This design comes from an exercise in tuning for small area, a short achievable clock period and few clock cycles on the open sky130 flow, not from production work.
No functional check of the RTL was part of any run shown here.
Power figures rest on the tool's default switching activity, not on a simulated workload.

--- flow/config.mk ---
export PLATFORM = sky130hd
export DESIGN_NAME = RISC_SPM
export DESIGN_NICKNAME = RISC_SPM
export VERILOG_FILES = /design/flow/design.v
export SDC_FILE = /design/flow/constraint.sdc
export NUM_CORES = 4
export LEC_CHECK = 0
export ABC_AREA = 1
export CAP_MARGIN = 20
export CORE_MARGIN = 2
export CORE_UTILIZATION = 75
export SETUP_SLACK_MARGIN = 2.2
export SLEW_MARGIN = 20
--- flow/constraint.sdc ---
create_clock -name core_clock -period 5.0 [get_ports {clk}]
set_input_delay 1.0000 -clock core_clock [delete_from_list [all_inputs] [get_ports {clk}]]
set_output_delay 1.0000 -clock core_clock [all_outputs]
set_load 0.01 [all_outputs]
--- flow/design.v ---
module RISC_SPM (clk, rst, mem_rdata, mem_addr, mem_wdata, mem_we, halted);
  input        clk, rst;
  input  [7:0] mem_rdata;
  output [7:0] mem_addr, mem_wdata;
  output       mem_we;
  output       halted;
  reg [7:0] R0, R1, R2, R3;
  reg [7:0] PC, MA;
  reg [2:0] iop;          
  reg [3:0] dstv;         
  reg [7:0] opA, opB;     
  reg       sA, sB, sD;   
  reg       sBn;          
  reg       k_sub;        
  reg       Z;
  reg       halted;
  wire i_add = (iop == 3'd1);
  wire i_sub = k_sub;
  wire i_and = (iop == 3'd3);
  wire i_not = (iop == 3'd4);
  wire ex    = i_add | i_sub | i_and | i_not;
  wire [7:0] bx = opB ^ {8{i_sub}};
  wire [7:0] p0 = opA ^ bx;
  wire [7:0] g0 = opA & bx;
  wire [8:0] G0 = {g0, i_sub}, P0 = {p0, 1'b0};
  wire [8:0] G1, P1, G2, P2, G3;
  genvar k;
  generate
    for (k = 0; k < 9; k = k + 1) begin : ks
      if (k >= 1) begin : a1
        assign G1[k] = G0[k] | P0[k] & G0[k-1]; assign P1[k] = P0[k] & P0[k-1];
      end else begin : b1
        assign G1[k] = G0[k]; assign P1[k] = P0[k];
      end
      if (k >= 2) begin : a2
        assign G2[k] = G1[k] | P1[k] & G1[k-2]; assign P2[k] = P1[k] & P1[k-2];
      end else begin : b2
        assign G2[k] = G1[k]; assign P2[k] = P1[k];
      end
      if (k >= 4) begin : a3
        assign G3[k] = G2[k] | P2[k] & G2[k-4];
      end else begin : b3
        assign G3[k] = G2[k];
      end
    end
  endgenerate
  wire [7:0] sum = p0 ^ G3[7:0];
  reg [7:0] alu;
  always @* begin
    case (iop)
      3'd1, 3'd2: alu = sum;
      3'd3:       alu = opA & opB;
      default:    alu = ~opB;
    endcase
  end
  wire [7:0] axb  = opA ^ opB;
  wire [7:0] aob  = opA | opB;
  wire       zadd = ~|(axb ^ {aob[6:0], 1'b0});
  wire       zsub = ~|axb;
  wire       zand = ~|(opA & opB);
  wire       znot = &opB;
  reg        zt;
  always @* begin
    case (iop)
      3'd1:    zt = zadd;
      3'd2:    zt = zsub;
      3'd3:    zt = zand;
      default: zt = znot;
    endcase
  end
  wire fF = ~sA & ~sD & ~halted & (~sB | sBn);
  wire bT = sB & ~sBn;                                     
  wire [3:0] fo     = mem_rdata[7:4];
  wire       f_two  = ~fo[3] & fo[2] & (fo[1] | fo[0]);    
  wire       f_brz  = (fo == 4'd8);
  wire       f_halt = fo[3] & (|fo[2:0]);
  wire d_rd = sD & (iop == 3'd5);
  wire d_wr = sD & (iop == 3'd6);
  wire d_br = sD & ~iop[2] | sD & iop[1] & iop[0];       
  wire [6:0] hi1 = PC[7:1] + 7'd1;
  wire [7:0] PC1 = {PC[0] ? hi1 : PC[7:1], ~PC[0]};
  wire [7:0] PC2 = {hi1, PC[0]};
  wire [3:0] wa = {4{ex}} & dstv;
  wire [3:0] wr = {4{d_rd}} & dstv;
  always @(posedge clk or negedge rst)
    if (!rst) begin
      R0 <= 8'd0; R1 <= 8'd0; R2 <= 8'd0; R3 <= 8'd0;
    end else begin
      R0 <= wa[0] ? alu : wr[0] ? mem_rdata : R0;
      R1 <= wa[1] ? alu : wr[1] ? mem_rdata : R1;
      R2 <= wa[2] ? alu : wr[2] ? mem_rdata : R2;
      R3 <= wa[3] ? alu : wr[3] ? mem_rdata : R3;
    end
  always @(posedge clk or negedge rst)
    if (!rst) Z <= 1'b0;
    else if (ex) Z <= zt;
  wire [1:0] fs = mem_rdata[3:2];
  wire [1:0] fd = mem_rdata[1:0];
  reg  [7:0] rS, rD;
  always @* begin
    case (fs)
      2'd0: rS = R0; 2'd1: rS = R1; 2'd2: rS = R2; default: rS = R3;
    endcase
    case (fd)
      2'd0: rD = R0; 2'd1: rD = R1; 2'd2: rD = R2; default: rD = R3;
    endcase
  end
  wire fwS = ex & dstv[fs];
  wire fwD = ex & dstv[fd];
  always @(posedge clk)
    if (fF) begin
      dstv <= 4'b1 << fd;
      opA  <= fwD ? alu : rD;
      opB  <= fwS ? alu : rS;
    end
  always @(posedge clk or negedge rst)
    if (!rst) begin
      PC <= 8'd0; MA <= 8'd0; iop <= 3'd0;
      sA <= 1'b0; sB <= 1'b0; sBn <= 1'b0; sD <= 1'b0; halted <= 1'b0; k_sub <= 1'b0;
    end else if (fF) begin
      iop  <= fo[2:0] & {3{~fo[3]}};    
      halted <= f_halt;
      MA <= PC1;
      PC <= f_brz ? PC2 : PC1;
      sA <= f_two;
      sB <= f_brz;
      sBn <= f_brz & ~(ex ? zt : Z);
      k_sub <= (fo == 4'd2);
    end else if (sA | bT) begin
      MA <= mem_rdata; sA <= 1'b0; sB <= 1'b0; sBn <= 1'b0; sD <= 1'b1;
      if (sA) PC <= PC1;
    end else if (sD) begin
      sD <= 1'b0;
      if (d_br) begin MA <= mem_rdata; PC <= mem_rdata; end
      else MA <= PC;
    end
  assign mem_addr  = sBn ? PC : MA;
  assign mem_wdata = opB;
  assign mem_we    = d_wr;
endmodule
--- flow/flow/run.sh ---
#!/bin/bash
# The standard layout (standard.sh) with two changes:
#  - the port buffers are buf_2 cells instead of the delay cell the resizer
#    picks by default (every port still gets its buffer);
#  - Yosys's abc step runs with flow/abc.script (or yosys's own default abc
#    script if the file says "default") instead of ORFS's script.
# Everything else, registers included, is ORFS's standard synthesis and flow.
set -euo pipefail
here=$(pwd)
export BUFFER_PORTS_ARGS="-buffer_cell sky130_fd_sc_hd__buf_2"
if [[ -f flow/abc.script ]]; then
  if grep -qx default flow/abc.script; then sc=default; else sc=$here/flow/abc.script; fi
  python3 - synth_recipe.tcl "$sc" <<'PY'
import sys
f, sc = sys.argv[1], sys.argv[2]
first, rest = open(f).read().split('\n', 1)
ov = """proc abc {args} {
  set i [lsearch -exact $args -script]
  if {$i >= 0} { set args [lreplace $args $i [expr {$i+1}]] }
  if {"%s" ne "default"} { set args [linsert $args 0 -script %s] }
  puts "abc override: $args"
  yosys abc {*}$args
}""" % (sc, sc)
open(f, 'w').write(first + '\n' + ov + '\n' + rest)
PY
fi
bash standard.sh finish > standard.log 2>&1
--- flow/standard.sh ---
#!/bin/bash
# synth_recipe.tcl (not shown) runs the flow's synth.tcl, then flattens the netlist and writes it again
# the make line also repeats each setting of config.mk as NAME=value (left out here)
make -C /OpenROAD-flow-scripts/flow DESIGN_CONFIG=/design/flow/config.mk WORK_HOME=/design/flow/orfs CLKGATE_MAP_FILE= SYNTH_SCRIPT=/design/flow/synth_recipe.tcl "${@:-finish}"
==> results of run 1 <==
final cells by class:
class / instances / area, um^2 / share of cell area, %
timing repair inverter: 1 / 5.00 / 0.0804
sequential: 78 / 2050 / 33.0
clock buffer: 12 / 176 / 2.84
multi-input combinational: 605 / 3240 / 52.1
tap: 102 / 128 / 2.05
inverter: 104 / 403 / 6.47
timing repair buffer: 28 / 143 / 2.29
clock inverter: 4 / 73.8 / 1.19
metal layers:
layer | GRT usage, % | vias up
met4 | 13.9 | 2
met2 | 65.4 | 508
met5 | 0 | -
met1 | 57.1 | 2773
met3 | 8.96 | 80
li1 | - | 2730
registers in the layout, indices dropped and copies added, names as in the netlist, 3 cells and up:
signal / flops
dstv: 4
R0: 8
R2: 8
opB: 8
iop: 3
R1: 8
MA: 8
R3: 8
opA: 8
PC: 8
worst min-delay path by stage:
stage,startpoint,end,slack [ns],depth (start not counted)
floorplan,R2[6]$_DFFE_PN0P_,R2[6]$_DFFE_PN0P_,0.45,2
global placement,R2[6]$_DFFE_PN0P_,R2[6]$_DFFE_PN0P_,0.47,2
detailed placement,R2[6]$_DFFE_PN0P_,R2[6]$_DFFE_PN0P_,0.49,2
CTS,R2[6]$_DFFE_PN0P_,R2[6]$_DFFE_PN0P_,0.51,2
global route,R2[6]$_DFFE_PN0P_,R2[6]$_DFFE_PN0P_,0.53,2
finish,R2[6]$_DFFE_PN0P_,R2[6]$_DFFE_PN0P_,0.50,2
placed cells by master, fill, tap and decap left out, drive strengths merged, types with 2 or more instances in the layout:
cell      count
a31oi         3
clkbuf       12
nor3          5
nand3        59
inv          98
ha           24
bufinv        2
a221oi        6
or2           8
o21ai        91
xor2          8
nand2       246
o22ai         5
a21oi        44
clkinv        6
o211ai       16
clkinvlp      3
a22oi         6
dfrtp        58
buf          28
nor2         57
nand3b        2
xnor2         2
edfxtp       20
nand4        15
where the power goes:
part	total [mW]	switching [mW]	internal (mW)
clock network	0.587	0.248	0.339
logic	0.0798	0.0590	0.0208
registers	0.660	0.00307	0.657
per-stage QoR:
step | power [mW] | cells | setup WS (ns) | hold slack (ns)
2_1_floorplan | 0.716 | 804 | 2.78 | 0.449
3_3_place_gp | 0.746 | 917 | 2.21 | 0.470
3_5_place_dp | 0.749 | 917 | 2.04 | 0.488
4_1_cts | 1.32 | 933 | 2.31 | 0.506
5_1_grt | 1.36 | 934 | 2.15 | 0.535
6_report | 1.33 | 934 | 2.33 | 0.503
cell families (layout without fill, tap and decap cells):
logic type	Yosys count	in the layout	share of synthesized area, %
compound gates	178	178	18.0
xor+xnor	10	10	1.51
fa+ha+maj	24	24	5.18
buf+inv	121	149	8.70
flops	78	78	35.4
simple gates	393	393	31.2
what timing repair did:
item,in CTS,in global routing
setup endpoints to repair,30,1
resized for setup,1,0
pin swaps,0,0
endpoints found under the hold margin,0,0
gates cloned,0,1
worst register-to-register path, cell delays in order (launching register included):
cell	delay [ns]
dfrtp_1	0.59
inv_2	0.14
nand2_4	0.11
nand4_2	0.61
nor2_1	0.58
inv_1	0.16
o21ai_0	0.18
nor2_1	0.08
a21oi_1	0.16
==> results.cfg, run 1 <==
[setup_path]
regToRegEndpoint = PC[3]$_DFFE_PN0P_
start_kind = flop
critical_path_cell_count = 8
cp.arrival_ns = 2.96
timing.rr.start = sBn$_DFFE_PN0P_
cpMostUsedCell = nor2_1
timing.critical_path.fanout_max = 24
critPathKind = flop to flop
rrSetupSlack_ns = 2.33
worst_r2r_path_depth = 8
top_cell_family_by_delay_on_the_critical_path = simple AND/OR/NAND/NOR gates
endpoint = PC[3]$_DFFE_PN0P_
worstPathCellList = inv_2, nand2_4, nand4_2, nor2_1, inv_1, o21ai_0, nor2_1, a21oi_1
cp.required_ns = 5.28
slowest_stage = nand4_2
timing.critical_path.to_type = flop
critical-path-max-stage-delay_ns = 0.61
timing.critical_path.from = sBn$_DFFE_PN0P_
worst-path-buf-inv = 2

[timing]
final_count_of_negative_setup_slack_endpoints = 0
worst_pin_slew_ns = 0.797
fmax_mhz = 374
timing.setup.tns_ns = 0
final_period_minus_worst_setup_slack_ns = 2.67
fin_skew_ns = 0.0134
timing.slew.headroom_pct = 46.7
max_slew_violation_total_from_the_final_report = 0
rsz0062_at_grt = true
finalCritPeriodShare_pct = 53.5
final-hold-violation-count = 0

[routing]
detail_route.wirelength_um = 16900
routed_wire_length_per_instance_um = 18.1
wl_met1_um = 6380
route.vias.total = 6093
drt_first_iter_violations = 947
vias_per_cell = 6.52
firstDrtPassIters = 8
remaining_drc_errors = 0
antenna_violating_nets_post_route = 0
routed.top_layer = met5
route.met3.wl_um = 2340
met2_wirelength_um = 7680

[final_layout]
final_core_util_pct = 81.8
final_area_mm2 = 0.00622
filler_cell_count = 525
layout.nets = 861
area_growth_syn_to_layout_pct = 7.32
post_route_cells_drive_above_1_share_pct = 12.1
antenna-diode-count = 0

[clocking]
clkSlewWorstSetupHoldPaths_ns = 0.08
clk_latency_ns = 0.37
cts_buffers = 9
postCtsSetupBuffers = 0
cts_hold_repair.buffers = 0
tritoncts = done
clock_sinks = 78
cts.root.buffer_cell = clkbuf_8
htreeDepth = 3
clock_tree_buf_depth = 2

[synthesis]
ys.warnings.count = 1
post_synth_edffs = 20
synth.avg_cell_area_um2 = 7.21
yosys-top-cells-count = 233 x nand2_1, 90 x inv_1, 65 x o21ai_0, 58 x dfrtp_1, 57 x nand3_1
synthTopCellsByArea = dfrtp_1 25%, nand2_1 15%, edfxtp_1 10%, inv_1 5.8%, o21ai_0 5.6%
proportion_of_synthesized_chip_area_in_sequential_cells_pct = 35.4
post-synth-top-area-fraction_pct = 25.0
synth_top_flop_cell = dfrtp_1
syn-num-nets = 838
async_reset_ff_share_pct = 74.4
yosys.cell_count.top_type = nand2_1
synthesis.instances = 804
synth_area_mm2 = 0.00580
post-synth-top-area-cell = dfrtp_1
synth.lib_cells_used.distinct = 50
ys_ff_latch = 78

[floorplanning]
floorplan.die.height_um = 91.9
row_count = 32
boundaryPins = 28
die_x_um = 91.9
design.die.area_mm2 = 0.00845
fp.coreArea_mm2 = 0.00761
start_util_pct = 76.2

[placed_design]
port-buffer-count = 27
gp_congestion = 1.00
detailed_place_hpwl_um = 12600
postPlaceCellArea_mm2 = 0.00596

[global_routing]
grt_antenna_before_repair = 1
grt_remaining_overflow = 0
globalRouteTotalUtil_pct = 41.4
wire_length_of_the_first_global_routing_pass_um = 27400
grt_pass1_vias = 5670
largest_net_degree_at_the_start_of_global_routing = 59

[power]
leakage_nw = 3.02
ir_drop_uv = 221
power_density_mw_per_mm2 = 213

[status]
status = timing/DRC/antenna clean

[flow_run]
drv_cap = 0

[min_path]
min_path_type = flop to flop
==> run 2, diff against run 1 <==
--- a/flow/config.mk
+++ b/flow/config.mk
@@ -11,3 +11,3 @@
 export CORE_UTILIZATION = 75
-export SETUP_SLACK_MARGIN = 2.2
+export SETUP_SLACK_MARGIN = 2.5
 export SLEW_MARGIN = 20
==> run 2 against run 1 <==
Compared with the run above:
- hold slack hardly changed
- global-route usage rose by 0.064 points
- critical endpoint is now mem_we
- combinational power rose by 1%
- largest power group unchanged
- still clean
- clock power about the same
==> results.cfg, run 2 <==
[routing]
antenna_violating_nets_post_route = 0
route.vias.total = 6129
vias_per_cell = 6.52
firstDrtPassIters = 6
detail_route.wirelength_um = 17100
remaining_drc_errors = 0
routed_wire_length_per_instance_um = 18.2
drt_first_iter_violations = 990

[clocking]
htreeDepth = 3
cts.root.buffer_cell = clkbuf_8
tritoncts = done
clock_tree_buf_depth = 2
clock_sinks = 78
clkSlewWorstSetupHoldPaths_ns = 0.09
cts_buffers = 9
clk_latency_ns = 0.37

[synthesis]
async_reset_ff_share_pct = 74.4
post-synth-top-area-cell = dfrtp_1
synthTopCellsByArea = dfrtp_1 25%, nand2_1 15%, edfxtp_1 10%, inv_1 5.8%, o21ai_0 5.6%
post_synth_edffs = 20
ys.warnings.count = 1
yosys-top-cells-count = 233 x nand2_1, 90 x inv_1, 65 x o21ai_0, 58 x dfrtp_1, 57 x nand3_1
synth_top_flop_cell = dfrtp_1
synth.avg_cell_area_um2 = 7.21
ys_ff_latch = 78
synth.lib_cells_used.distinct = 50
syn-num-nets = 838
yosys.cell_count.top_type = nand2_1
proportion_of_synthesized_chip_area_in_sequential_cells_pct = 35.4
synth_area_mm2 = 0.00580
post-synth-top-area-fraction_pct = 25.0
synthesis.instances = 804

[timing]
final-hold-violation-count = 0
fmax_mhz = 406
final_count_of_negative_setup_slack_endpoints = 0
finalHoldWorstSlack_ns = 0.503
final_period_minus_worst_setup_slack_ns = 2.46
timing.setup.tns_ns = 0
worst_pin_slew_ns = 0.774
finalCritPeriodShare_pct = 49.2
fin_skew_ns = 0.0139
timing.slew.headroom_pct = 48.4
max_slew_violation_total_from_the_final_report = 0
rsz0062_at_grt = false

[setup_path]
rrSetupSlack_ns = 2.65
cp.required_ns = 4.00
critical-path-max-stage-delay_ns = 0.45
timing.rr.start = k_sub$_DFFE_PN0P_
timing.critical_path.to_type = output port
start_kind = flop
cp.arrival_ns = 1.46
regToRegEndpoint = opB[6]$_DFFE_PP_
slowest_stage = dfrtp_1
critPathKind = flop to output port
worstPathCellList = inv_1, nor4_2, buf_2
worst_r2r_path_depth = 11
timing.critical_path.fanout_max = 4

[placed_design]
gp_congestion = 1.00
port-buffer-count = 27
detailed_place_hpwl_um = 12600

[final_layout]
layout_commonest_cell = nand2_1
layout.nets = 867
final_core_util_pct = 82.7
area_growth_syn_to_layout_pct = 8.57
filler_cell_count = 514
final_cell_mix = 233 x nand2_1, 89 x inv_1, 64 x o21ai_0
antenna-diode-count = 0
post_route_cells_drive_above_1_share_pct = 13.6

[status]
status = timing/DRC/antenna clean

[power]
power_density_mw_per_mm2 = 211
ir_drop_uv = 222
leakage_nw = 3.05

[global_routing]
grt_antenna_before_repair = 1
grt_pass1_vias = 5735
largest_net_degree_at_the_start_of_global_routing = 59
grt_remaining_overflow = 0
globalRouteTotalUtil_pct = 41.4
wire_length_of_the_first_global_routing_pass_um = 27400

[floorplanning]
fp.coreArea_mm2 = 0.00761
floorplan.die.height_um = 91.9
row_count = 32
boundaryPins = 28
start_util_pct = 76.2
design.die.area_mm2 = 0.00845
die_x_um = 91.9

[min_path]
holdPathStages = 2
whs_endpoint = R2[6]$_DFFE_PN0P_
worstHoldStart = R2[6]$_DFFE_PN0P_
min_path_type = flop to flop

[flow_run]
drv_cap = 0
run 2: logic make-up (layout without fill, tap and decap cells):
group | after synthesis | in the layout | share of synthesized area (%)
compound gates | 178 | 178 | 18.0
simple gates | 393 | 393 | 31.2
fa+ha+maj | 24 | 24 | 5.18
flops | 78 | 78 | 35.4
xor+xnor | 10 | 10 | 1.51
buf+inv | 121 | 155 | 8.70
run 2: layer usage:
metal | track usage (%) | share of wire (%) | routed length [um] | vias to the layer above
met5 | 0 | 0.24 | 42 | -
met4 | 16.3 | 3.4 | 587 | 2
met3 | 8.96 | 13 | 2260 | 79
met2 | 65.1 | 45 | 7790 | 505
met1 | 56.4 | 38 | 6470 | 2799
li1 | - | - | - | 2744
run 2: worst max-delay path, delay by kind of cell, from the launching register on:
family | cells | cell delay [ns]
buf+inv | 2 | 0.33
flops | 1 | 0.45
simple gates | 1 | 0.32
run 2: report_power, final:
part	total [mW]	internal [mW]	leakage (nW)	switching, mW
registers	0.659	0.657	0.816	0.00257
logic	0.0807	0.0213	2.11	0.0594
clock network	0.589	0.339	0.124	0.249
total	1.33	1.02	3.05	0.311
run 2: repair_timing:
| action | in CTS | in global routing |
|---|---|---|
| pin swaps | 0 | 0 |
| hold buffers | 0 | 0 |
| setup buffers | 0 | 6 |
| resized for setup | 3 | 7 |
| endpoints found under the setup margin | 35 | 47 |
| hold endpoints to repair | 0 | 0 |
| gates cloned | 1 | 0 |
run 2: area by class of cell:
type,instances,area [um^2],area share [%]
clock buffer,12,176,2.80
clock inverter,4,73.8,1.17
inverter,104,403,6.40
multi-input combinational,605,3270,51.9
sequential,78,2060,32.7
tap,102,128,2.03
timing repair buffer,34,185,2.94
timing repair inverter,1,5.00,0.0795
run 2: worst max-delay path by stage:
stage                         start            endpoint
floorplan              mem_rdata[1]    opA[0]$_DFFE_PP_
global placement    sBn$_DFFE_PN0P_   k_sub$_DFFE_PN0P_
detailed placement  sBn$_DFFE_PN0P_   k_sub$_DFFE_PN0P_
CTS                 sBn$_DFFE_PN0P_  iop[2]$_DFFE_PN0P_
global route         sD$_DFFE_PN0N_              mem_we
finish               sD$_DFFE_PN0N_              mem_we
run 2: per-stage QoR:
| stage | power [mW] | instance area [um^2] | setup slack [ns] | cells |
|---|---|---|---|---|
| after CTS | 1.32 | 6220 | 2.44 | 934 |
| final | 1.33 | 6290 | 2.54 | 940 |
| after floorplan | 0.716 | 5800 | 2.78 | 804 |
| after detailed placement | 0.749 | 5960 | 2.04 | 917 |
| after global placement | 0.746 | 5960 | 2.21 | 917 |
| after global routing | 1.35 | 6290 | 2.51 | 940 |

[afterwards: timing with drivers on the ports]
No port has a modelled driver above. Below, the same layouts with a new extraction and two added sets of constraints.
Step 1 assumes that a clkbuf_16 drives the clock port and a buf_2 every other input.
Step 2 moves the port delays by t, midway between the first and last clock arrival at a register: inputs arrive t later, outputs are due t later. That takes back most of the time a late clock gives input paths.
Slacks: no drivers / after step 1 / after step 2; pairs: no drivers / after step 1.
| run | t (ns) | setup WS [ns] | worst data-port slew with drivers (ns) |
|---|---|---|---|
| run 1 | 0.396 | 2.326 / 2.293 / 2.326 | 0.03 |
| run 2 | 0.394 | 2.539 / 2.505 / 2.394 | 0.03 |
After both steps setup and hold are still met in every run listed. The setup slack of run 2, which loses most, moves by -0.034 ns with the drivers and by -0.145 ns with both steps.
